This design comes from an exercise in tuning for small area on the open sky130 flow, not from production work. RTL that was checked went through simulation tests only; none was proved equivalent to the original. Power and IR drop assume default switching activity.

==> flow/design.v <==
module calculator #(parameter BCDdigits = 2, parameter cols_count = 4, parameter rows_count = 4)(
  input clk, rst, start,
  output [cols_count-1:0] cols,
  input  [rows_count-1:0] rows,
  output reg [7:0] digit1, digit2, digit3, digit4,
  output reg sign);
  reg [1:0] c;           
  reg       busy;        
  wire      rnz = |rows;
  always @(posedge clk) begin
    busy <= rnz;
    if (!rst) c <= 2'd0;
    else if (start & ~busy & ~rnz) c <= {c[1] ^ c[0], ~c[0]};
  end
  assign cols = {c[1] & c[0], c[1] & ~c[0], ~c[1] & c[0], ~c[1] & ~c[0]};
  wire ev = ~busy & rnz;                          
  wire [3:0] k = {rows[0] | rows[1], rows[0] | rows[2], c};
  wire kdig = ~k[3] | (~k[2] & ~k[1]);            
  wire kop  = k[3] & (k[2] ^ k[1]);               
  wire keq  = k[3] & k[2] & k[1] & ~k[0];         
  wire kclr = k[3] & k[2] & k[1] & k[0];          
  reg e, f;
  reg [1:0] op, nop;     
  reg s;                 
  reg F;                 
  reg act;               
  reg [5:0] cnt;
  reg [15:0] d;          
  reg [13:0] q;          
  wire [7:0] A = d[15:8];
  wire [3:0] st = cnt[3:0];
  wire [1:0] slot = cnt[5:4];
  function [1:0] fa(input a, input b, input ci); fa = {(a & b) | (ci & (a ^ b)), a ^ b ^ ci}; endfunction
  function [1:0] ha(input a, input b); ha = {a & b, a ^ b}; endfunction
  wire [3:0] h = d[7:4], l = d[3:0];
  wire [1:0] b1 = ha(l[1], h[0]);
  wire [1:0] b2 = fa(l[2], h[1], b1[1]);
  wire [1:0] b3a = fa(l[3], h[2], h[0]);
  wire [1:0] b3 = ha(b3a[0], b2[1]);
  wire [1:0] b4a = fa(h[3], h[1], b3a[1]);
  wire [1:0] b4 = ha(b4a[0], b3[1]);
  wire [1:0] b5a = fa(h[2], b4a[1], b4[1]);
  wire [1:0] b6 = ha(h[3], b5a[1]);
  wire [7:0] B = {b6[1], b6[0], b5a[0], b4[0], b3[0], b2[0], b1[0], l[0]};
  wire bz = ~|d[7:0];
  wire mul = ~op[1] & ~op[0];
  wire div = ~op[1] & op[0];
  wire sub = op[1] & (op[0] ^ s);
  wire cmp   = act & ~e;
  wire pass1 = cmp & (slot == 2'd0) & ~(st[3] & st[2] & st[1]);
  wire pass2 = cmp & (slot == 2'd1) & ~(st[3] & st[2] & st[1]) & sub;
  wire dab   = cmp & (slot == 2'd2) & ~(st[3] & st[2] & st[1]);
  wire errf  = cmp & (slot == 2'd3) & F;
  wire right = (pass1 & ~div) | pass2;
  wire dv    = pass1 & div;
  wire q0 = q[0] & ~(pass1 & F);
  wire st0 = ~(st[3] | st[2] | st[1] | st[0]);
  wire [7:0] X = dv ? {A[6:0] | {7{st0}}, ~(q[13] & ~F)} : A;
  wire [7:0] Y = (dv | (pass1 & (mul ? q0 : st0))) ? B : 8'd0;
  wire cin = ~dv & ~(mul & pass1) & (q0 ^ (pass1 ? sub : ~F));
  wire [8:0] cy;
  wire [7:0] sm;
  assign cy[0] = cin;
  genvar gi;
  generate for (gi = 0; gi < 8; gi = gi + 1) begin : add
    assign {cy[gi+1], sm[gi]} = fa(X[gi], Y[gi], cy[gi]);
  end endgenerate
  wire [8:0] sum = {cy[8], sm};
  wire ge = ~bz & ~((A[7] | st0) & sum[8]);
  wire [7:0] An = dv ? (ge ? sum[7:0] : X) : sum[8:1];
  function [3:0] c3(input [3:0] n, input en);
    reg g;
    begin
      g = en & (n[3] | (n[2] & (n[1] | n[0])));
      c3 = {n[3] | g,
            g ? n[3] & n[0] : n[2],
            g ? (n[2] & n[1] & n[0]) | (n[3] & ~n[0]) : n[1],
            g ? ~n[0] & (n[1] | n[3]) : n[0]};
    end
  endfunction
  wire [15:0] dc = {d[15:12], c3(d[11:8], dab), c3(d[7:4], dab), c3(d[3:0], dab)};
  wire ovf5 = d[15] | (d[14] & (d[13] | d[12]));
  wire [1:0] ei = ~cnt[1:0];
  wire ebit = k[ei] & ~(e & ~f & ~kdig);
  wire pbit = ((st[3] | st[2]) & ~st[0]) | (st[3] & st[1] & st[0]);
  wire ent = act & e;
  wire shl_hi = dab | errf;                                   
  wire shl = (ent & ~(cnt[5] | cnt[4] | cnt[3] | cnt[2])) | shl_hi;   
  wire sbit = errf ? pbit : dab ? q[13] : ebit;
  wire go   = ev & ~act;
  wire eNEW = go & (~(e | f) | (e & ~f & ~kdig & ~kop) | (e & f & kclr));
  wire eDIG = go & e & kdig;
  wire eOP2 = go & ~e & f;
  wire eCMP = go & e & (kop | (f & keq));
  wire clr_all = eNEW | eOP2 | (cmp & (cnt == 6'd31));
  always @(posedge clk)
    cnt <= go ? 6'd0 : cnt ^ {&cnt[4:0], &cnt[3:0], &cnt[2:0], &cnt[1:0], cnt[0], 1'b1};
  always @(posedge clk) begin
    if (!rst) begin
      e <= 1'b0; f <= 1'b0; act <= 1'b0;
    end else begin
      if (eNEW) begin e <= 1'b1; f <= 1'b0; end
      if (eOP2) begin e <= 1'b1; f <= 1'b1; end
      if (eCMP) begin e <= 1'b0; f <= ~keq; end
      if (go) act <= 1'b1;
      else if ((e & cnt == 6'd3) | (~e & cnt == 6'd63)) act <= 1'b0;
    end
    if (eNEW) begin op <= 2'b10; s <= 1'b0; F <= 1'b1; end
    if (eCMP) nop <= k[1:0];
    if (cmp & cnt == 6'd14) begin
      F <= (mul & |A) | (sub & A[0]);
      if (div & bz) s <= 1'b0;
    end
    if (cmp & cnt == 6'd30 & sub) s <= s ^ F;
    if (cmp & cnt == 6'd31 & op[1]) F <= 1'b0;
    if (dab & ovf5) F <= 1'b1;
    if (cmp & cnt == 6'd63) op <= nop;
    if (clr_all) d <= 16'd0;
    else begin
      if (shl) d[7:0] <= {dc[6:0], sbit};
      if (shl_hi) d[15:8] <= dc[14:7];
      else if (pass1 | pass2) d[15:8] <= An;
    end
    if (right) q <= {sum[0], q[13:1]};
    else if (dv) q <= {q[12:0], ge};
    else if (dab) q <= {q[12:0], q[13]};
  end
  localparam [15:0] SA = 16'h07ed, SB = 16'h039f, SC = 16'h03fb, SD = 16'h076d,
                    SE = 16'h0d45, SF = 16'h0771, SG = 16'h0f7c;
  function [7:0] seg(input [3:0] n);
    seg = {1'b0, SA[n], SB[n], SC[n], SD[n], SE[n], SF[n], SG[n]};
  endfunction
  function [7:0] seg09(input [3:0] n, input e10);
    seg09 = {1'b0,
      n[3] | (~n[2] & ~n[0]) | (n[2] & n[0]) | n[1],
      e10 ? (~n[3] & ~n[2]) | (n[3] & ~n[1]) | (~n[1] & ~n[0]) | (n[1] & n[0])
          : ~n[2] | (~n[1] & ~n[0]) | (n[1] & n[0]),
      n[2] | ~n[1] | n[0],
      n[3] | (~n[2] & n[1]) | (~n[2] & ~n[0]) | (n[2] & ~n[1] & n[0]) | (n[1] & ~n[0]),
      (~n[2] & ~n[0]) | (n[1] & ~n[0]),
      n[3] | (n[2] & ~n[1]) | (n[2] & ~n[0]) | (~n[1] & ~n[0]),
      n[3] | (~n[2] & n[1]) | (n[2] & ~n[1]) | (n[2] & ~n[0])};
  endfunction
  always @* begin
    digit1 = seg09(d[15:12], 1'b0);
    digit2 = seg09(d[11:8], 1'b1);
    digit3 = seg(d[7:4]);
    digit4 = seg(d[3:0]);
    sign = s & ~e;
  end
endmodule
export LEC_CHECK = 0
export CAP_MARGIN = 20
export CORE_MARGIN = 2
export CORE_UTILIZATION = 40
export SLEW_MARGIN = 20
create_clock -name core_clock -period 85.0 [get_ports {clk}]
standard.sh (not shown) runs the stock make flow with config.mk's settings and CLKGATE_MAP_FILE= SYNTH_SCRIPT=/design/flow/synth_recipe.tcl, a recipe that flattens the netlist after the stock synthesis.
==> flow/flow/run.sh <==
#!/bin/bash
# Own layout flow: the standard ORFS flow, except
#  - synthesis maps logic for area (no adder-cell extraction, ABC area script),
#    with the registers checked against the standard synthesis;
#  - ports are buffered with buf_1 cells.
# Every tool's output goes to a log file in this folder.
set -uo pipefail
W=$PWD
P=$FLOW_PLATFORM
ARGS=$(grep -m1 '^make -C' standard.sh | sed -E 's/.*SYNTH_SCRIPT=[^ ]+ //; s/"\$\{@:-finish\}"//')
export OWN_ABC_SCRIPT=$W/flow/area.abc
# extra make arguments for the layout steps, one per line
EXTRA=()
if [[ -f flow/extra_args.txt ]]; then mapfile -t EXTRA < flow/extra_args.txt; fi

regs() { grep -oE '^ *sky130_fd_sc_hd__(df|edf|sdf|dl)[a-z]*_[0-9]+ +[^ ]+' "$1" | sed -E 's/_[0-9]+ +/ /; s/^ *//' | sort; }

# 1. standard synthesis, for reference
make -C $FLOW_HOME DESIGN_CONFIG=$FLOW_CONFIG WORK_HOME=$W/ref CLKGATE_MAP_FILE= SYNTH_SCRIPT=$W/synth_recipe.tcl $ARGS synth > ref_synth.log 2>&1
regs ref/results/$P/calculator/base/1_2_yosys.v > ref_regs.txt

# 2. own synthesis
make -C $FLOW_HOME DESIGN_CONFIG=$FLOW_CONFIG WORK_HOME=$W/orfs CLKGATE_MAP_FILE= SYNTH_SCRIPT=$W/flow/own_synth.tcl $ARGS synth > own_synth.log 2>&1
regs orfs/results/$P/calculator/base/1_2_yosys.v > own_regs.txt
if ! cmp -s ref_regs.txt own_regs.txt || [ ! -s own_regs.txt ]; then
  echo "registers differ from the standard synthesis: using it" > fallback.log
  rm -rf orfs
  SYN=$W/synth_recipe.tcl
else
  SYN=$W/flow/own_synth.tcl
fi

# 3. rest of the flow
make -C $FLOW_HOME DESIGN_CONFIG=$FLOW_CONFIG WORK_HOME=$W/orfs CLKGATE_MAP_FILE= SYNTH_SCRIPT=$SYN $ARGS \
  BUFFER_PORTS_ARGS="-buffer_cell sky130_fd_sc_hd__buf_1" "${EXTRA[@]}" finish > own_finish.log 2>&1

ODB=$W/orfs/results/$P/calculator/base/6_final.odb
if [[ -f $ODB ]]; then
  : # left out here: write the final layout as DEF
fi
Other scripts of this flow, unchanged in this note and not shown: flow/flow/area.abc, flow/flow/extra_args.txt, flow/flow/own_synth.tcl
Next try:
--- a/flow/design.v
+++ b/flow/design.v
@@ -84,9 +84,9 @@
   wire ebit = k[ei] & ~(e & ~f & ~kdig);
   wire pbit = ((st[3] | st[2]) & ~st[0]) | (st[3] & st[1] & st[0]);
   wire ent = act & e;
-  wire shl_hi = dab | errf;                                   
-  wire shl = (ent & ~(cnt[5] | cnt[4] | cnt[3] | cnt[2])) | shl_hi;   
+  wire shl = (ent & ~(cnt[5] | cnt[4] | cnt[3] | cnt[2])) | dab | errf;
   wire sbit = errf ? pbit : dab ? q[13] : ebit;
+  wire clr_hi = ent & (cnt == 6'd4);
   wire go   = ev & ~act;
   wire eNEW = go & (~(e | f) | (e & ~f & ~kdig & ~kop) | (e & f & kclr));
   wire eDIG = go & e & kdig;
@@ -103,7 +103,7 @@
       if (eOP2) begin e <= 1'b1; f <= 1'b1; end
       if (eCMP) begin e <= 1'b0; f <= ~keq; end
       if (go) act <= 1'b1;
-      else if ((e & cnt == 6'd3) | (~e & cnt == 6'd63)) act <= 1'b0;
+      else if ((e & cnt == 6'd4) | (~e & cnt == 6'd63)) act <= 1'b0;
     end
     if (eNEW) begin op <= 2'b10; s <= 1'b0; F <= 1'b1; end
     if (eCMP) nop <= k[1:0];
@@ -116,9 +116,9 @@
     if (dab & ovf5) F <= 1'b1;
     if (cmp & cnt == 6'd63) op <= nop;
     if (clr_all) d <= 16'd0;
+    else if (shl) d <= {dc[14:0], sbit};
     else begin
-      if (shl) d[7:0] <= {dc[6:0], sbit};
-      if (shl_hi) d[15:8] <= dc[14:7];
+      if (clr_hi) d[15:8] <= 8'd0;
       else if (pass1 | pass2) d[15:8] <= An;
     end
     if (right) q <= {sum[0], q[13:1]};
Outcome: Design area falls by 1.2%. Area after synthesis falls by 1.2%. Global-route usage falls by 1.4 points. Utilization falls by 0.31 points. Wire length falls by 6.7%. Via count falls by 2.5%. Critical path depth falls by 1. Setup slack gets worse by 330 ps. Hold slack gets better by 43 ps. Die area falls by 1.1%. Final cell count falls by 2.0%. Power rises by 6.9%. Clock-buffer cell count stays the same.
The RTL of the first run of this note was laid out without a check of its function.

-- what the ideal ports hide --
In the flow no input, the clock included, has a driving cell. The finished layouts below were timed again as built, in two steps. Step 1 sets driving cells, clkbuf_16 on the clock port and buf_2 on the other inputs (assumed; they add their load-dependent delay and slew). Step 2 also shifts input and output timing later by t, the mid clock arrival at the registers, as if the neighbouring blocks saw the same clock. Slacks: ideal ports / drivers / drivers and shift; pairs: ideal ports / drivers.
run | t (ns) | slack for setup (ns) | worst setup path at the end
the first run | 0.330 | 65.748 / 65.759 / 65.430 | input to register
the second run | 0.323 | 65.415 / 65.426 / 65.103 | input to register
After both steps every run listed still meets setup and hold. The setup slack of the first run, which loses most, moves by +0.011 ns with the drivers and by -0.318 ns with both steps.
